This design comes from an exercise in tuning for small area on the open sky130 flow, not from production work. At most, simulation tests tie the RTL to the original design; equivalence was not proved. Power and IR drop assume default switching activity.

## arbiter256
module arbiter256 (
	input enable,
	input [255:0] req,
	output [255:0] grant,
	output reg [7:0] select,
	output reg valid,
	input clock,
	input reset
);
For scale: roughly 1800 cells after synthesis, ~520 I/O pins, roughly 14000 um^2 of cells after synthesis.
export LEC_CHECK = 0
export CAP_MARGIN = 20
export CORE_MARGIN = 2
export CORE_UTILIZATION = 40
export GPL_TIMING_DRIVEN = 0
export SETUP_SLACK_MARGIN = 0.08
export SLEW_MARGIN = 20
export SYNTH_HIERARCHICAL = 1
create_clock -name core_clock -period 3.5 [get_ports {clock}]
standard.sh (not shown) runs the stock make flow with config.mk's settings and CLKGATE_MAP_FILE= SYNTH_SCRIPT=/design/flow/synth_recipe.tcl, a recipe that flattens the netlist after the stock synthesis.
==> flow/flow/run.sh <==
#!/bin/bash
# The standard layout (standard.sh), with these changes:
#  - after synthesis, every combinational cell is sized down to the
#    smallest cell of its function (flow/downsize.tcl); timing repair
#    sizes up again where needed;
#  - the port buffers are the smallest buffer cell;
#  - repair_design after placement does not use the largest buffers
#    (flow/resize_dont_use.tcl);
#  - clock tree synthesis options from flow/cts_args.txt.
cp standard.sh standard_sh.txt
export POST_SYNTH_TCL="$PWD/flow/downsize.tcl"
export PRE_RESIZE_TCL="$PWD/flow/resize_dont_use.tcl"
export BUFFER_PORTS_ARGS="-buffer_cell sky130_fd_sc_hd__buf_1"
if [[ -f flow/cts_args.txt ]]; then
  export CTS_ARGS="$(cat flow/cts_args.txt)"
fi
bash standard.sh > standard.log 2>&1
Other scripts of this flow, unchanged in this note and not shown: flow/flow/cts_args.txt, flow/flow/downsize.tcl, flow/flow/resize_dont_use.tcl
==> next run, changes <==
- CORE_UTILIZATION: 40 -> 60
- PLACE_DENSITY: unset -> 0.8
- SETUP_SLACK_MARGIN: 0.08 -> 0.05
This time the run reached the layout checks and failed them: negative setup slack.
Register-to-register slack stays flat.
Synthesized cell count is unchanged.
Via count grows by a few percent.
Total power shrinks by a few percent.
Wire length shrinks slightly.
Sequential share of layout area grows by 1.2 points.
Die area shrinks by a quarter to a third.
Non-clock buffer count shrinks by 31.
Final area shrinks by a few percent.
==> next run, changes <==
- GPL_TIMING_DRIVEN: 0 -> 1
Effect: The new run finished with negative setup slack left; maximum frequency rises by about 1.3%; final area falls by about 1%; cell count stays flat; register-to-register slack hardly moves; routed wire length falls by about 0.9%; die area does not change; clock-buffer cell count is unchanged; via count stays flat; area after synthesis is unchanged; total power stays flat.
==> next run, changes <==
- CORE_UTILIZATION: 60 -> 40
- GPL_TIMING_DRIVEN: 1 -> 0
- PLACE_DENSITY: 0.8 -> unset
- SETUP_SLACK_MARGIN: 0.05 -> 0.2
After rerunning: Now the flow completed with no timing, DRC or antenna violations; sequential power goes up by about 3%; via count came out lower by about 0.4%; power went up by 8.1%; final cell count goes up by 8.3%; routed wire length goes up by about 8%; clock skew climbs by 0.015 ns.
Function was not checked in any run of this note: the RTL went through the layout flow alone.


Another version of the RTL of arbiter256 (not shown whole).
Size in the first run: ~520 I/O pins, about 14,000 sq um of cells after synthesis.
==> flow/design.v (excerpt) <==
module arbiter256 (
	input enable,
	input [255:0] req,
	output [255:0] grant,
	output reg [7:0] select,
	output reg valid,
	input clock,
	input reset
);
reg [255:1] q;
reg ev_n_q;
wire [255:1] d_q;
wire [7:0] d_sel;
wire d_evn;
wire sc1;
wire sc2;
wire sc3;
wire sc4;
wire sc5;
wire sc6;
wire sc7;
wire sc8;
wire sc9;
wire sc10;
wire sc11;
wire sc12;
wire sc13;
wire sc14;
wire sc15;
wire sc16;
wire sc17;
wire sc18;
wire sc19;
wire sc20;
wire sc21;
wire sc22;
wire sc23;
wire sc24;
wire sc25;
wire sc26;
wire sc27;
wire sc28;
wire sc29;
wire sc30;
wire sc31;
wire sc32;
wire sc33;
wire sc34;
wire sc35;
wire sc36;
wire sc37;
wire sc38;
wire sc39;
wire sc40;
wire sc41;
wire sc42;
wire sc43;
wire sc44;
wire sc45;
wire sc46;
wire sc47;
wire sc48;
wire sc49;
wire sc50;
wire sc51;
wire sc52;
wire sc53;
wire sc54;
wire sc55;
wire sc56;
wire sc57;
wire sc58;
wire sc59;
wire sc60;
wire sc61;
wire sc62;
wire sc63;
wire sc64;
wire sc65;
wire sc66;
wire sc67;
wire sc68;
wire sc69;
wire sc70;
wire sc71;
wire sc72;
wire sc73;
wire sc74;
wire sc75;
wire sc76;
wire sc77;
wire sc78;
wire sc79;
wire sc80;
wire sc81;
wire sc82;
wire sc83;
wire sc84;
wire sc85;
wire sc86;
  ...
==> flow/config.mk <==
export PLATFORM = sky130hd
export DESIGN_NAME = arbiter256
export DESIGN_NICKNAME = arbiter256
export VERILOG_FILES = /design/flow/design.v
export SDC_FILE = /design/flow/constraint.sdc
export NUM_CORES = 4
export LEC_CHECK = 0
export CAP_MARGIN = 20
export CORE_MARGIN = 2
export CORE_UTILIZATION = 60
export GPL_TIMING_DRIVEN = 1
export PLACE_DENSITY = 0.8
export SLEW_MARGIN = 20
export SYNTH_HIERARCHICAL = 1
==> flow/constraint.sdc <==
create_clock -name core_clock -period 3.5 [get_ports {clock}]
set_input_delay 0.7000 -clock core_clock [delete_from_list [all_inputs] [get_ports {clock}]]
set_output_delay 0.7000 -clock core_clock [all_outputs]
set_load 0.01 [all_outputs]
==> flow/flow/cts_args.txt <==
-sink_clustering_enable -repair_clock_nets -dont_use_dummy_load -buf_list {sky130_fd_sc_hd__clkbuf_8} -sink_clustering_size 16 -sink_clustering_max_diameter 80
==> flow/flow/downsize.tcl <==
# Size every combinational cell from synthesis down to the smallest cell of
# the same function; then give the cells that drive many pins a stronger
# drive (the platform keeps later resizing to the same footprint).
proc fn_variants {base} {
  set out {}
  foreach lc [get_lib_cells ${base}_*] {
    set name [get_property $lc name]
    if {![regexp "^${base}_(\[0-9\]+)\$" $name -> dr]} { continue }
    if {[get_property $lc dont_use]} { continue }
    lappend out [list $dr $name [get_property $lc area]]
  }
  return $out
}
set n 0
set m 0
foreach inst [get_cells *] {
  set cell [get_property $inst ref_name]
  if {![regexp {^(sky130_fd_sc_hd__([a-z0-9]+))_([0-9]+)$} $cell -> base fn drive]} { continue }
  if {[regexp {^(df|dl|sdf|edf|sedf|clk|buf|conb|tap|fill|decap|diode)} $fn]} { continue }
  set fanout 0
  foreach pin [get_pins -of_objects $inst -filter "direction == output"] {
    set net [get_nets -of_objects $pin]
    if {$net ne ""} {
      incr fanout [llength [get_pins -of_objects $net -filter "direction == input"]]
    }
  }
  set want 0
  if {$fanout >= 4} { set want 2 }
  set best $cell
  set best_area [get_property [get_lib_cells $cell] area]
  foreach v [fn_variants $base] {
    lassign $v dr name a
    if {$want > 0} {
      if {$dr == $want} { set best $name; set best_area 0 }
    } elseif {$a < $best_area - 1e-6} {
      set best $name; set best_area $a
    }
  }
  if {$best ne $cell} {
    replace_cell $inst $best
    if {$want > 0} { incr m } else { incr n }
  }
}
puts "downsize: sized $n cells down, $m high-fanout cells to drive 2"
==> flow/flow/resize_dont_use.tcl <==
# Keep repair_design to the smaller buffers when it buffers the reset net.
set_dont_use [get_lib_cells {sky130_fd_sc_hd__buf_8 sky130_fd_sc_hd__buf_12 sky130_fd_sc_hd__buf_16}]
Scripts as last shown in full above: flow/flow/run.sh
Next try:
SETUP_SLACK_MARGIN = 0.05   (was not set)
Result:
- synthesized area stays the same
- worst setup slack improved by 14 ps
- via count shrinks slightly
- final area grows slightly
- die area stays the same
- routed wire length grows slightly
- clock skew barely changes
- cell count stays flat
Function was not checked in any run of this note: the RTL went through the layout flow alone.


== blue ==
Another version of the RTL of arbiter256 (not shown whole).
Size: ~1900 cells after synthesis, roughly 520 I/O pins.
Settings: LEC_CHECK=0, CAP_MARGIN=20, CORE_MARGIN=2, CORE_UTILIZATION=40, GPL_TIMING_DRIVEN=0, SLEW_MARGIN=20, SYNTH_HIERARCHICAL=1; clock period 3.5 ns.
==> flow/flow/downsize.tcl <==
# Size every combinational cell from synthesis down to the smallest cell of
# the same function (timing repair later sizes up where timing needs it).
set n 0
foreach inst [get_cells *] {
  set cell [get_property $inst ref_name]
  if {![regexp {^(sky130_fd_sc_hd__([a-z0-9]+))_([0-9]+)$} $cell -> base fn drive]} { continue }
  if {[regexp {^(df|dl|sdf|edf|sedf|clk|buf|conb|tap|fill|decap|diode)} $fn]} { continue }
  set best $cell
  set best_area [get_property [get_lib_cells $cell] area]
  foreach lc [get_lib_cells ${base}_*] {
    set name [get_property $lc name]
    if {![regexp "^${base}_\[0-9\]+\$" $name]} { continue }
    if {[get_property $lc dont_use]} { continue }
    set a [get_property $lc area]
    if {$a < $best_area - 1e-6} { set best $name; set best_area $a }
  }
  if {$best ne $cell} {
    replace_cell $inst $best
    incr n
  }
}
puts "downsize: replaced $n cells"
Scripts as last shown in full above: flow/flow/run.sh, flow/flow/cts_args.txt, flow/flow/resize_dont_use.tcl
blue finished every stage; the final checks, however, were not passed, the failures being setup timing.
> inputs changed (blue -> green)
Settings: putting SETUP_SLACK_MARGIN at 0.2 where nothing was set.
==> flow/flow/downsize.tcl <==
# Size every combinational cell from synthesis down to the smallest cell of
# the same function; then give the cells that drive many pins a stronger
# drive (the platform keeps later resizing to the same footprint).
proc fn_variants {base} {
  set out {}
  foreach lc [get_lib_cells ${base}_*] {
    set name [get_property $lc name]
    if {![regexp "^${base}_(\[0-9\]+)\$" $name -> dr]} { continue }
    if {[get_property $lc dont_use]} { continue }
    lappend out [list $dr $name [get_property $lc area]]
  }
  return $out
}
set n 0
set m 0
foreach inst [get_cells *] {
  set cell [get_property $inst ref_name]
  if {![regexp {^(sky130_fd_sc_hd__([a-z0-9]+))_([0-9]+)$} $cell -> base fn drive]} { continue }
  if {[regexp {^(df|dl|sdf|edf|sedf|clk|buf|conb|tap|fill|decap|diode)} $fn]} { continue }
  set fanout 0
  foreach pin [get_pins -of_objects $inst -filter "direction == output"] {
    set net [get_nets -of_objects $pin]
    if {$net ne ""} {
      incr fanout [llength [get_pins -of_objects $net -filter "direction == input"]]
    }
  }
  set want 0
  if {$fanout >= 8} { set want 2 }
  set best $cell
  set best_area [get_property [get_lib_cells $cell] area]
  foreach v [fn_variants $base] {
    lassign $v dr name a
    if {$want > 0} {
      if {$dr == $want} { set best $name; set best_area 0 }
    } elseif {$a < $best_area - 1e-6} {
      set best $name; set best_area $a
    }
  }
  if {$best ne $cell} {
    replace_cell $inst $best
    if {$want > 0} { incr m } else { incr n }
  }
}
puts "downsize: sized $n cells down, $m high-fanout cells to drive 2"
==> run notes <==
green vs blue — post-route cell area climbed slightly. As far as clock slew at the register clock pins of the worst setup and hold paths is concerned, green and blue perform about the same. green: no failed stages, no open violations at the end. Changes observed in green relative to blue: clock-buffer cell count now smaller, worst slack after detailed placement saw little to no change, setup slack went up 190 ps, core region area grew by 1.7%, fmax went up by about 5.6%. green falls short of blue in wire length. [green vs blue] proportion of power drawn by combinational gates: higher in green.


Another version of the RTL of arbiter256 (not shown whole).
Size: roughly 520 I/O pins, about 0.015 mm2 of cells after synthesis.
Design arbiter256, start of the top module:
module arbiter256 (
	input enable,
	input [255:0] req,
	output [255:0] grant,
	output reg [7:0] select,
	output reg valid,
	input clock,
	input reset
);
reg [255:1] s;
reg ev_n_q;
wire [255:1] d_s;
wire [7:0] d_sel;
wire d_evn;
wire sc1;
wire sc2;
wire sc3;
wire sc4;
wire sc5;
wire sc6;
wire sc7;
wire sc8;
wire sc9;
wire sc10;
wire sc11;
wire sc12;
wire sc13;
wire sc14;
wire sc15;
wire sc16;
wire sc17;
wire sc18;
wire sc19;
wire sc20;
wire sc21;
wire sc22;
wire sc23;
wire sc24;
wire sc25;
wire sc26;
wire sc27;
wire sc28;
wire sc29;
wire sc30;
wire sc31;
wire sc32;
wire sc33;
wire sc34;
wire sc35;
wire sc36;
wire sc37;
wire sc38;
wire sc39;
wire sc40;
wire sc41;
wire sc42;
wire sc43;
wire sc44;
wire sc45;
wire sc46;
wire sc47;
wire sc48;
wire sc49;
wire sc50;
wire sc51;
wire sc52;
wire sc53;
wire sc54;
wire sc55;
wire sc56;
wire sc57;
wire sc58;
wire sc59;
wire sc60;
wire sc61;
wire sc62;
wire sc63;
wire sc64;
wire sc65;
wire sc66;
wire sc67;
wire sc68;
wire sc69;
wire sc70;
wire sc71;
wire sc72;
wire sc73;
wire sc74;
wire sc75;
wire sc76;
wire sc77;
wire sc78;
wire sc79;
wire sc80;
wire sc81;
wire sc82;
wire sc83;
wire sc84;
wire sc85;
wire sc86;
wire sc87;
wire sc88;
wire sc89;
wire sc90;
wire sc91;
wire sc92;
wire sc93;
wire sc94;
wire sc95;
wire sc96;
wire sc97;
wire sc98;
wire sc99;
wire sc100;
wire sc101;
wire sc102;
wire sc103;
wire sc104;
wire sc105;
wire sc106;
wire sc107;
wire sc108;
wire sc109;
wire sc110;
wire sc111;
wire sc112;
wire sc113;
wire sc114;
wire sc115;
wire sc116;
wire sc117;
wire sc118;
wire sc119;
wire sc120;
wire sc121;
wire sc122;
wire sc123;
wire sc124;
wire sc125;
wire sc126;
wire sc127;
wire sc128;
wire sc129;
wire sc130;
wire sc131;
wire sc132;
wire sc133;
wire sc134;
wire sc135;
wire sc136;
wire sc137;
  ...
clock: 3.5 ns
lec_check: 0
cap_margin: 20
core_margin: 2
core_utilization: 40
gpl_timing_driven: 0
slew_margin: 20
synth_hierarchical: 1
==> flow/flow/run.sh <==
#!/bin/bash
# The standard layout (standard.sh), with three changes:
#  - after synthesis, every combinational cell is sized down to the
#    smallest cell of its function (flow/downsize.tcl); timing repair
#    sizes up again where needed;
#  - the port buffers are the smallest buffer cell;
#  - clock tree synthesis options from flow/cts_args.txt, if present.
cp standard.sh standard_sh.txt
export POST_SYNTH_TCL="$PWD/flow/downsize.tcl"
export BUFFER_PORTS_ARGS="-buffer_cell sky130_fd_sc_hd__buf_1"
if [[ -f flow/cts_args.txt ]]; then
  export CTS_ARGS="$(cat flow/cts_args.txt)"
fi
bash standard.sh > standard.log 2>&1
==> flow/flow/downsize.tcl <==
# Size every combinational cell from synthesis down to the smallest cell of
# the same function (timing repair later sizes up where timing needs it).
set n 0
foreach inst [get_cells *] {
  set cell [get_property $inst ref_name]
  if {![regexp {^(sky130_fd_sc_hd__([a-z0-9]+))_([0-9]+)$} $cell -> base fn drive]} { continue }
  if {[regexp {^(df|dl|sdf|edf|sedf|clk|buf|conb|tap|fill|decap|diode)} $fn]} { continue }
  set best $cell
  set best_area [get_property [get_lib_cells $cell] area]
  foreach lc [get_lib_cells ${base}_*] {
    set name [get_property $lc name]
    if {![regexp "^${base}_\[0-9\]+\$" $name]} { continue }
    if {[get_property $lc dont_use]} { continue }
    set a [get_property $lc area]
    if {$a < $best_area - 1e-6} { set best $name; set best_area $a }
  }
  if {$best ne $cell} {
    replace_cell $inst $best
    incr n
  }
}
puts "downsize: replaced $n cells"
Scripts as last shown in full above: flow/flow/cts_args.txt
The first run produced a clean layout.
Change:
==> flow/flow/cts_args.txt (replaced) <==
-sink_clustering_enable -repair_clock_nets -dont_use_dummy_load -buf_list {sky130_fd_sc_hd__clkbuf_4 sky130_fd_sc_hd__clkbuf_8} -sink_clustering_size 24
The new run completed with no timing, DRC or antenna violations.
Synthesized area does not change.
Global-route usage went up by 0.62 points.
Maximum frequency went down by about 1%.
Cell area went up by 2.1%.
Total power went up by about 9%.
Setup slack got worse by 0.035 ns.
Change:
removed: flow/flow/cts_args.txt
=> Synthesized area stays the same. Combinational power hardly moves. Routed wire length hardly moves. Final area goes up by about 2.2%.
Change:
==> flow/flow/cts_args.txt (new file) <==
-sink_clustering_enable -repair_clock_nets -dont_use_dummy_load -buf_list {sky130_fd_sc_hd__clkbuf_16} -sink_clustering_size 30 -sink_clustering_max_diameter 100
Clock skew climbs by 0.053 ns. Critical path depth does not change. Die area does not change. Count of clock-buffer cells in the layout drops by 34. Worst setup slack degrades by 0.084 ns. Design area drops by 3.9%. Clock power drops by about 50%.


Setup of job 9007:
Another version of the RTL of arbiter256 (not shown whole).
Size in the first run: roughly 0.014 mm^2 of cells after synthesis.
==> flow/config.mk <==
export PLATFORM = sky130hd
export DESIGN_NAME = arbiter256
export DESIGN_NICKNAME = arbiter256
export VERILOG_FILES = /design/flow/design.v
export SDC_FILE = /design/flow/constraint.sdc
export NUM_CORES = 4
export LEC_CHECK = 0
export CAP_MARGIN = 20
export CORE_MARGIN = 2
export CORE_UTILIZATION = 75
export GPL_TIMING_DRIVEN = 1
export PLACE_DENSITY = 0.9
export SETUP_SLACK_MARGIN = 0.05
export SLEW_MARGIN = 20
export SYNTH_HIERARCHICAL = 1
==> flow/constraint.sdc <==
create_clock -name core_clock -period 3.5 [get_ports {clock}]
set_input_delay 0.7000 -clock core_clock [delete_from_list [all_inputs] [get_ports {clock}]]
set_output_delay 0.7000 -clock core_clock [all_outputs]
set_load 0.01 [all_outputs]
==> flow/flow/run.sh <==
#!/bin/bash
# The standard layout (standard.sh), with these changes:
#  - after synthesis, every combinational cell is sized down to the
#    smallest cell of its function (flow/downsize.tcl); timing repair
#    sizes up again where needed;
#  - the port buffers are the smallest buffer cell;
#  - repair_design after placement does not use the largest buffers
#    (flow/resize_dont_use.tcl);
#  - clock tree synthesis options from flow/cts_args.txt.
cp standard.sh standard_sh.txt
export POST_SYNTH_TCL="$PWD/flow/downsize.tcl"
export PRE_RESIZE_TCL="$PWD/flow/resize_dont_use.tcl"
export BUFFER_PORTS_ARGS="-buffer_cell sky130_fd_sc_hd__buf_1"
if [[ -f flow/cts_args.txt ]]; then
  export CTS_ARGS="$(cat flow/cts_args.txt)"
fi
bash standard.sh > standard.log 2>&1
==> flow/flow/cts_args.txt <==
-sink_clustering_enable -repair_clock_nets -dont_use_dummy_load -buf_list {sky130_fd_sc_hd__clkbuf_8} -sink_clustering_size 16 -sink_clustering_max_diameter 80
Scripts as last shown in full above: flow/flow/resize_dont_use.tcl
Other scripts of this flow, unchanged in this note and not shown: flow/flow/downsize.tcl
Job 9007 never completed, since it errored out during I/O pin placement (3_2_place_iop).
Setup changes, job 9007 to job 4729
- CORE_UTILIZATION now 60, was 75
- PLACE_DENSITY now 0.8, was 0.9
==> flow/flow/cts_args.txt <==
-sink_clustering_enable -repair_clock_nets -dont_use_dummy_load -buf_list {sky130_fd_sc_hd__clkbuf_4 sky130_fd_sc_hd__clkbuf_8} -sink_clustering_size 10 -sink_clustering_max_diameter 50
[summary]
- Die span in y sits higher in job 4729 than in job 9007.
- Job 4729 | status: complete | timing, DRC, antenna: pass
- Net count of the mapped netlist: job 4729 vs job 9007 identical
- Taking job 9007 as the reference, in job 4729 number of standard-cell rows in the floorplan increased by 6 relative to the old numbers; die outline width moved up; post-synth design cell area roughly the same.
Relative to job 4729, the following input files were edited for job 4054:
- a change of CORE_UTILIZATION from 60 to 40
- a deleted PLACE_DENSITY that had been 0.8
==> flow/flow/cts_args.txt <==
-sink_clustering_enable -repair_clock_nets -dont_use_dummy_load -buf_list {sky130_fd_sc_hd__clkbuf_8} -sink_clustering_size 16 -sink_clustering_max_diameter 80
Notes after the runs:
- Hold slack delta (job 4054 − job 4729): favourable
- Compared with job 4729, job 4054 shows a final area that is 860 um^2 higher.
- Area growth from synthesis to final layout on job 4054 is up relative to job 4729.
- Compared job 4054 vs job 4729, and final cell count is up in job 4054.
- Worst reg2reg path depth, job 4054 and job 4729: higher on job 4054
- Going from job 4729 to job 4054, well-tap cell count increased by 142 relative to the old numbers; sequential share of layout area decreased by 1.8 points relative to the old numbers.
- Going from job 4729 to job 4054, cell area after placement rose by 210 um^2; number of global-route vias before repair fell by 1016; final-layout fill cell count rose by 89%.
Modified inputs, job 3100 compared to job 4054
- PLACE_DENSITY now 0.8, previously not set
- CORE_UTILIZATION now 60, was 40
--- outcome ---
Compared with job 4054, job 3100 shows fmax lower by 2.8 MHz. | net switching power | job 3100 vs job 4054 | better |. The die boundary height number comes out lower for job 3100 vs job 4054. Delta(detail-routed net length per standard cell, job 3100 - job 4054) > 0. Changes observed in job 3100 relative to job 4054: area of all placed cells without fillers dropped about 4.6%, switching part of the total power shrank by 0.62 points.

re-timing with driven ports:
The results above use ideal ports. As a check the final layouts listed here were re-extracted and re-timed, cells and wires unchanged. Step 1, drivers: a clkbuf_16 drives clock and a buf_2 each remaining input, both assumed. Step 2 also shifts input and output timing later by t, the mid clock arrival at the registers, as if the neighbouring blocks saw the same clock. a / b / c = ideal ports / drivers / drivers and shift; a / b = the first two.
| run | shift t [ns] | setup slack, ns | slew at the worst register clock pin (ns) | cell pins on the clock port's net |
|---|---|---|---|---|
| the first run of note 1 | 0.587 | 0.138 / 0.088 / 0.436 | 0.11 / 0.11 | 1 |
| the second run of note 1 | 0.580 | -0.103 / -0.150 / 0.342 | 0.12 / 0.12 | 1 |
| the third run of note 1 | 0.581 | -0.057 / -0.106 / 0.378 | 0.11 / 0.11 | 1 |
| the fourth run of note 1 | 0.589 | 0.204 / 0.154 / 0.482 | 0.11 / 0.11 | 1 |
| the first run of note 2 | 0.580 | 0.106 / 0.055 / 0.486 | 0.11 / 0.11 | 1 |
| the second run of note 2 | 0.582 | 0.120 / 0.070 / 0.432 | 0.11 / 0.11 | 1 |
| blue | 0.602 | -0.013 / -0.067 / 0.534 | 0.11 / 0.11 | 1 |
| green | 0.592 | 0.174 / 0.122 / 0.653 | 0.11 / 0.11 | 1 |
| the first run of note 4 | 0.589 | 0.180 / 0.126 / 0.716 | 0.11 / 0.11 | 1 |
| the second run of note 4 | 0.637 | 0.144 / 0.087 / 0.725 | 0.06 / 0.06 | 1 |
| the third run of note 4 | 0.556 | 0.279 / 0.220 / 0.776 | 0.06 / 0.06 | 1 |
| the fourth run of note 4 | 0.532 | 0.194 / 0.138 / 0.670 | 0.12 / 0.12 | 1 |
| job 4729 | 0.567 | 0.154 / 0.109 / 0.514 | 0.07 / 0.07 | 1 |
| job 4054 | 0.591 | 0.116 / 0.066 / 0.531 | 0.11 / 0.11 | 1 |
| job 3100 | 0.589 | 0.084 / 0.037 / 0.558 | 0.11 / 0.11 | 1 |
